Context: an optimization exercise on an open-source flow, tuned for small area. The choices shown serve that exercise and are no tape-out recipe.
In this exercise RTL edits were held to simulation tests only and were not proved equivalent to the original.
The flow treats the clock pin as an ideal source, which a real chip does not have.
Power figures rest on the tool's default switching activity, not on a simulated workload.

alpha:
==> flow/design.v (excerpt) <==
module top_FFE(
	input  wire               clk,
	input  wire               rst,
	input  wire               load,
	input  wire signed [11:0] DATA_IN,
	output reg                valid_out,
	output reg  signed [11:0] DATA_OUT
);
	reg t1, t2;
	always @(posedge clk or negedge rst) begin
		if (!rst) begin
			t1 <= 1'b0;
			t2 <= 1'b0;
		end else begin
			t1 <= load;
			t2 <= t1;
		end
	end
	reg        busy;
	reg  [1:0] p;
	reg  [1:0] cnt;
	wire       last   = busy & (p == 2'd3);
	wire       accept = (~busy | last) & t2;
	always @(posedge clk or negedge rst) begin
		if (!rst) begin
			busy      <= 1'b0;
			p         <= 2'd0;
			valid_out <= 1'b0;
			cnt       <= 2'd0;
		end else begin
			busy      <= accept | (busy & ~last);
			p         <= p + {1'b0, busy};
			valid_out <= last;
			if (last & (cnt != 2'd3)) cnt <= cnt + 2'd1;
		end
	end
	reg [11:0] x0, x1;
	reg [8:0]  x2h;
	reg        c2, z2;
	reg [7:0]  x3h;
	reg        z3;
	wire       k2 = x1[2] & x1[0];
	wire       k3 = (x1[3] & x1[1]) | ((x1[3] ^ x1[1]) & k2);
	wire       c1 = (x1[4] & x1[2]) | ((x1[4] ^ x1[2]) & k3);
	always @(posedge clk) begin
		if (accept) begin
			x0  <= DATA_IN;
			x1  <= x0;
			x2h <= x1[11:3];
			c2  <= c1;
			z2  <= (x1[3:0] == 4'd0);
		end
		x3h <= x2h[8:1];
		z3  <= z2;
	end
	wire s1 = busy & (p == 2'd0);
	wire s2 = (p == 2'd1);
	wire s3 = (p == 2'd2);
	wire s4 = (p == 2'd3);
	wire m1 = (cnt != 2'd0);    
	wire m2 = cnt[1];           
  ...
For scale: ~170 cells after synthesis, ~64 flip-flops, roughly 2600 um2 of cells after synthesis.
export LEC_CHECK = 0
export CAP_MARGIN = 20
export CORE_MARGIN = 2
export CORE_UTILIZATION = 60
export CTS_BUF_LIST = sky130_fd_sc_hd__clkbuf_4
export CTS_CLUSTER_DIAMETER = 100
export CTS_CLUSTER_SIZE = 30
export PLACE_DENSITY = 0.8
export SLEW_MARGIN = 20
create_clock -name core_clock -period 10.0 [get_ports {clk}]
run.sh (not shown) runs the stock make flow with config.mk's settings and CLKGATE_MAP_FILE= SYNTH_SCRIPT=/design/flow/synth_recipe.tcl, a recipe that flattens the netlist after the stock synthesis.
diff inputs: alpha => beta
Settings: a deleted CTS_CLUSTER_DIAMETER that had been 100; a change of CORE_UTILIZATION from 60 to 40; a deleted CTS_BUF_LIST that had been sky130_fd_sc_hd__clkbuf_4; a change of PLACE_DENSITY from 0.8 to 0.6; a deleted CTS_CLUSTER_SIZE that had been 30.
### Flow results
beta: no failed stages, no open violations at the end. For area after synthesis, beta and alpha come out practically identical. Delta (beta minus alpha): clock buffer and inverter area fraction after layout now sits higher; arrival time reported for the critical path endpoint decreased 0.13 ns.

* * *

top_FFE, a different RTL version from the one above (not shown whole).
Size in the first run: about 150 cells after synthesis, about 63 flip-flops, about 2300 µm² of cells after synthesis.
Settings: LEC_CHECK=0, CAP_MARGIN=20, CORE_MARGIN=2, CORE_UTILIZATION=60, PLACE_DENSITY=0.8, SLEW_MARGIN=20; clock period 10.0 ns.
standard.sh (not shown) runs the stock make flow with config.mk's settings and CLKGATE_MAP_FILE= SYNTH_SCRIPT=/design/flow/synth_recipe.tcl, a recipe that flattens the netlist after the stock synthesis.
==> flow/flow/run.sh <==
#!/bin/bash
# Standard layout (standard.sh), with these changes:
# - synthesis runs Yosys's synth without its quick ABC pass (SYNTH_ARGS
#   -noabc), so full adders are extracted from the plain gates,
# - ABC maps the logic with an area-oriented script (a copy of ORFS's
#   scripts folder with only abc_speed.script replaced by flow/abc.script),
# - port buffers use the smallest buffer cell,
# - the clock tree is built by flow/clktree.tcl before the CTS step: the
#   clock port drives one root buffer, which drives two leaf buffers, each
#   driving half of the flip-flops; CTS then has nothing left to build.
set -e
rm -rf scripts_abc
cp -r "$FLOW_HOME/scripts" scripts_abc
cp flow/abc.script scripts_abc/abc_speed.script
export BUFFER_PORTS_ARGS="-buffer_cell sky130_fd_sc_hd__buf_1"
export PRE_CTS_TCL="$PWD/flow/clktree.tcl"
export CLKTREE_N=2
export CLKTREE_LEAF=sky130_fd_sc_hd__clkbuf_16
export CLKTREE_ROOT=sky130_fd_sc_hd__clkbuf_2
export CTS_ARGS="-dont_use_dummy_load -clk_nets clk"
bash standard.sh SCRIPTS_DIR="$PWD/scripts_abc" SYNTH_ARGS=-noabc finish > standard.log 2>&1
==> flow/flow/clktree.tcl <==
# PRE_CTS hook: a small clock tree built by hand.
# The clock port drives one root clock buffer; the root drives CLKTREE_N
# leaf clock buffers, each driving the flip-flops of one region of the
# core (the sinks split at the median x, and for 4 leaves each half again
# at the median y). With a single sink left on the clock port's net, the
# CTS step that follows (CTS_ARGS -clk_nets clk) leaves the tree as it is.
proc clktree_centre { insts } {
  set sx 0; set sy 0
  foreach e $insts { incr sx [lindex $e 1]; incr sy [lindex $e 2] }
  set n [llength $insts]
  return [list [expr {$sx / $n}] [expr {$sy / $n}]]
}

proc clktree_split { group index } {
  set s [lsort -integer -index $index $group]
  set h [expr {[llength $s] / 2}]
  return [list [lrange $s 0 [expr {$h - 1}]] [lrange $s $h end]]
}

proc clktree_build { ngroups leaf_master root_master } {
  set block [ord::get_db_block]
  set db [ord::get_db]
  set clknet [$block findNet clk]
  set sinks {}
  foreach iterm [$clknet getITerms] {
    set bb [[$iterm getInst] getBBox]
    lappend sinks [list $iterm [expr {([$bb xMin] + [$bb xMax]) / 2}] \
                     [expr {([$bb yMin] + [$bb yMax]) / 2}]]
  }
  set groups [list $sinks]
  if { $ngroups >= 2 } { set groups [clktree_split $sinks 1] }
  if { $ngroups >= 4 } {
    set g4 {}
    foreach g $groups { lappend g4 {*}[clktree_split $g 2] }
    set groups $g4
  }

  set root [odb::dbInst_create $block [$db findMaster $root_master] clkbuf_root]
  set rootnet [odb::dbNet_create $block clk_root]
  $rootnet setSigType CLOCK
  [$root findITerm A] connect $clknet
  [$root findITerm X] connect $rootnet
  set leaves {}
  set k 0
  foreach g $groups {
    set leaf [odb::dbInst_create $block [$db findMaster $leaf_master] "clkbuf_leaf_$k"]
    set net [odb::dbNet_create $block "clk_leaf_$k"]
    $net setSigType CLOCK
    foreach e $g {
      set it [lindex $e 0]
      $it disconnect
      $it connect $net
    }
    [$leaf findITerm A] connect $rootnet
    [$leaf findITerm X] connect $net
    set c [clktree_centre $g]
    $leaf setLocation [lindex $c 0] [lindex $c 1]
    $leaf setPlacementStatus PLACED
    lappend leaves [list $leaf {*}$c]
    puts "clktree: leaf $k ($leaf_master) drives [llength $g] sinks"
    incr k
  }
  set c [clktree_centre $leaves]
  $root setLocation [lindex $c 0] [lindex $c 1]
  $root setPlacementStatus PLACED
  detailed_placement
  set_propagated_clock [all_clocks]
}

clktree_build $::env(CLKTREE_N) $::env(CLKTREE_LEAF) $::env(CLKTREE_ROOT)
Other scripts of this flow, unchanged in this note and not shown: flow/flow/abc.script
Edit:
Settings changed: CORE_UTILIZATION 60 to 75, PLACE_DENSITY 0.8 to 0.9.
The new run completed without violations.
Combinational power came out higher by about 3%.
Wire length went up by 2.5%.
Power rises by 0.93%.
Global-route usage rises by 4.2 points.
Edit:
--- a/flow/flow/run.sh
+++ b/flow/flow/run.sh
@@ -17,2 +17,2 @@
-export CLKTREE_N=2
-export CLKTREE_LEAF=sky130_fd_sc_hd__clkbuf_16
+export CLKTREE_N=3
+export CLKTREE_LEAF=sky130_fd_sc_hd__clkbuf_8
--- a/flow/flow/clktree.tcl
+++ b/flow/flow/clktree.tcl
@@ -4,2 +4,2 @@
-# core (the sinks split at the median x, and for 4 leaves each half again
-# at the median y). With a single sink left on the clock port's net, the
+# core (the sinks split into CLKTREE_N strips of equal count along x, or
+# for 4 leaves into 2 x 2 regions). With a single sink left on the clock port's net, the
@@ -30,6 +30,11 @@
-  set groups [list $sinks]
-  if { $ngroups >= 2 } { set groups [clktree_split $sinks 1] }
-  if { $ngroups >= 4 } {
-    set g4 {}
-    foreach g $groups { lappend g4 {*}[clktree_split $g 2] }
-    set groups $g4
+  # split into ngroups strips along x; 4 groups are 2 x 2 (x, then y)
+  if { $ngroups == 4 } {
+    set groups {}
+    foreach g [clktree_split $sinks 1] { lappend groups {*}[clktree_split $g 2] }
+  } else {
+    set s [lsort -integer -index 1 $sinks]
+    set n [llength $s]
+    set groups {}
+    for {set k 0} {$k < $ngroups} {incr k} {
+      lappend groups [lrange $s [expr {$k * $n / $ngroups}] [expr {($k + 1) * $n / $ngroups - 1}]]
+    }
Area after synthesis does not change.
Setup slack improved by 0.0077 ns.
Cell area shrinks by 0.35%.
Global-route usage is about the same.
Combinational power shrinks by about 1%.
Flip-flop and latch count does not change.
Worst hold slack hardly moves.
Wire length shrinks by 1.3%.
Total power shrinks by 1.7%.
Cell count grows by about 0.5%.
Synthesized cell count does not change.
Edit:
--- a/flow/flow/run.sh
+++ b/flow/flow/run.sh
@@ -19 +19 @@
-export CLKTREE_ROOT=sky130_fd_sc_hd__clkbuf_2
+export CLKTREE_ROOT=sky130_fd_sc_hd__clkbuf_1
Via count falls by 0.91%.
Setup slack is better by 0.0073 ns.
Total power is about the same.
Global-route usage is unchanged.
Clock skew is about the same.
Synthesized area is unchanged.
Wire length stays flat.

* * *

## red
The RTL this note starts from:
==> flow/design.v <==
module top_FFE(
	input  wire               clk,
	input  wire               rst,
	input  wire               load,
	input  wire signed [11:0] DATA_IN,
	output wire               valid_out,
	output reg  signed [11:0] DATA_OUT
);
	reg t1, t2;
	always @(posedge clk or negedge rst) begin
		if (!rst) begin
			t1 <= 1'b0;
			t2 <= 1'b0;
		end else begin
			t1 <= load;
			t2 <= t1;
		end
	end
	reg  a, b, c;
	wire open_s = ~c & (~b | a);           
	wire accept = open_s & t2;
	always @(posedge clk or negedge rst) begin
		if (!rst) begin
			a <= 1'b0;
			b <= 1'b0;
			c <= 1'b0;
		end else begin
			a <= b;
			b <= c;
			c <= (c & ~(a & b)) | accept;
		end
	end
	assign valid_out = a & ~b;
	wire s1 = ~b & c;
	wire s2 = ~a & b & c;
	wire s3 = a & b & c;
	wire s4 = a & b & ~c;
	reg  [1:0] cnt;
	always @(posedge clk or negedge rst) begin
		if (!rst) begin
			cnt <= 2'b00;
		end else if (s4) begin
			cnt[1] <= cnt[1] | cnt[0];
			cnt[0] <= ~cnt[1];
		end
	end
	wire m1 = cnt[1] | cnt[0];    
	wire m2 = cnt[1];             
	wire m3 = cnt[1] & ~cnt[0];   
	reg [11:0] x0, x1;
	reg [8:0]  x2h;
	reg        c2, z2;
	reg [7:0]  x3h;
	reg        z3;
	wire       k2 = x1[2] & x1[0];
	wire       k3 = (x1[3] & x1[1]) | ((x1[3] | x1[1]) & k2);
	wire       c1 = (x1[4] & x1[2]) | ((x1[4] | x1[2]) & k3);
	always @(posedge clk) begin
		if (accept) begin
			x0  <= DATA_IN;
			x1  <= x0;
			x2h <= x1[11:3];
			c2  <= c1;
			z2  <= ~|x1[3:0];
		end
		x3h <= x2h[8:1];
		z3  <= z2;
	end
	wire [11:0] tA = {x0[11], x0[11:1]};
	wire [11:0] tB = ~{{2{x1[11]}}, x1[11:2]};
	wire        cB = ~|x1[1:0];
	wire [11:0] tC = {{3{x2h[8]}}, x2h};
	wire [11:0] tD = {{5{x2h[8]}}, x2h[8:2]};
	wire [11:0] tE = ~{{4{x3h[7]}}, x3h};
	wire        eA = s1;
	wire        eB = s2 & m1;
	wire        eD = s3 & m2;
	wire        eC = s4 & m2;
	wire [11:0] op1 = s1 ? (tE & {12{m3}}) : DATA_OUT;
	wire [11:0] op2 = ({12{eA}} & tA) | ({12{eB}} & tB) | ({12{eD}} & tD) | ({12{eC}} & tC);
	wire        cin = (eB & cB) | (eC & c2) | (s1 & m3 & z3);
	wire [12:0] cy;
	wire [11:0] sum;
	assign cy[0] = cin;
	genvar i;
	generate
		for (i = 0; i < 12; i = i + 1) begin : g_add
			assign sum[i]  = op1[i] ^ op2[i] ^ cy[i];
			assign cy[i+1] = (op1[i] & op2[i]) | (op1[i] & cy[i]) | (op2[i] & cy[i]);
		end
	endgenerate
	always @(posedge clk) DATA_OUT <= sum;
endmodule
export LEC_CHECK = 0
export CAP_MARGIN = 0
export CORE_MARGIN = 2
export CORE_UTILIZATION = 75
export PLACE_DENSITY = 0.9
export SLEW_MARGIN = 0
create_clock -name core_clock -period 10.0 [get_ports {clk}]
==> flow/flow/run.sh <==
#!/bin/bash
# Standard layout (standard.sh), with these changes:
# - synthesis runs Yosys's synth without its quick ABC pass (SYNTH_ARGS
#   -noabc), so full adders are extracted from the plain gates,
# - ABC maps the logic with an area-oriented script (a copy of ORFS's
#   scripts folder with only abc_speed.script replaced by flow/abc.script),
# - port buffers use the smallest buffer cell,
# - the clock tree is built by flow/clktree.tcl before the CTS step: the
#   clock port drives one root buffer (clkbuf_1), which drives three leaf
#   buffers (clkbuf_8), each driving a third of the flip-flops; CTS then has
#   nothing left to build (its only clock net, the port's, has one sink).
set -e
rm -rf scripts_abc
cp -r "$FLOW_HOME/scripts" scripts_abc
cp flow/abc.script scripts_abc/abc_speed.script
export BUFFER_PORTS_ARGS="-buffer_cell sky130_fd_sc_hd__buf_1"
export PRE_CTS_TCL="$PWD/flow/clktree.tcl"
export CLKTREE_N=3
export CLKTREE_LEAF=sky130_fd_sc_hd__clkbuf_8
export CLKTREE_ROOT=sky130_fd_sc_hd__clkbuf_1
export CTS_ARGS="-dont_use_dummy_load -clk_nets clk"
bash standard.sh SCRIPTS_DIR="$PWD/scripts_abc" SYNTH_ARGS=-noabc finish > standard.log 2>&1
Other scripts of this flow, unchanged in this note and not shown: flow/flow/abc.script, flow/flow/clktree.tcl
The flow did not stop early for red: all stages ran, and the layout cleared the timing, design-rule and antenna checks.
### red -> blue
# red
export LEC_CHECK = 0
export CAP_MARGIN = 0
export CORE_MARGIN = 2
export CORE_UTILIZATION = 75
export PLACE_DENSITY = 0.9
export SLEW_MARGIN = 0
create_clock -name core_clock -period 10.0 [get_ports {clk}]
# blue
export LEC_CHECK = 0
export CAP_MARGIN = 20
export CORE_MARGIN = 2
export CORE_UTILIZATION = 75
export PLACE_DENSITY = 0.9
export SLEW_MARGIN = 20
create_clock -name core_clock -period 10.0 [get_ports {clk}]
==> run summary <==
Utilization after layout delta (red -> blue): insignificant
Peak fanout along the critical path: blue vs red, no meaningful difference
Taking red as the reference, in blue total power now sits at about the same level; fraction of the cycle the final worst path needs now sits at about the same level.

[port drivers added, routing unchanged]
In the flow no input, the clock included, has a driving cell. The finished layouts below were timed again as built, in two steps.
Step 1 (the two cells are an assumption about what drives the block):
set clk [get_ports {clk}]
set_driving_cell -lib_cell sky130_fd_sc_hd__clkbuf_16 $clk
set_driving_cell -lib_cell sky130_fd_sc_hd__buf_2 [delete_from_list [all_inputs] $clk]
Step 2 times the ports against the registers' clock, not the clock port: input delays grow and output delays shrink by t, the midpoint of the rising clock arrivals with the driver on.
Three values: no drivers, after step 1, after step 2; two values: the first two.
run	shift t [ns]	setup slack, ns	hold WS [ns]	slew at the worst register clock pin (ns)	worst slew at a driven data input, ns
alpha	0.429	3.725 / 3.725 / 3.725	0.357 / 0.357 / 0.357	0.10 / 0.10	0.04
beta	0.372	3.790 / 3.790 / 3.790	0.352 / 0.352 / 0.352	0.07 / 0.07	0.03
the first run of note 2	0.383	3.585 / 3.585 / 3.585	0.354 / 0.354 / 0.354	0.11 / 0.11	0.03
the second run of note 2	0.373	3.546 / 3.546 / 3.546	0.357 / 0.357 / 0.357	0.11 / 0.11	0.03
the third run of note 2	0.387	3.554 / 3.554 / 3.554	0.360 / 0.360 / 0.360	0.12 / 0.12	0.03
the fourth run of note 2	0.502	3.561 / 3.561 / 3.561	0.360 / 0.360 / 0.360	0.12 / 0.12	0.03
red	0.502	3.561 / 3.561 / 3.561	0.360 / 0.360 / 0.360	0.12 / 0.12	0.03
blue	0.502	3.561 / 3.561 / 3.561	0.360 / 0.360 / 0.360	0.12 / 0.12	0.03
After both steps every run listed still meets setup and hold.
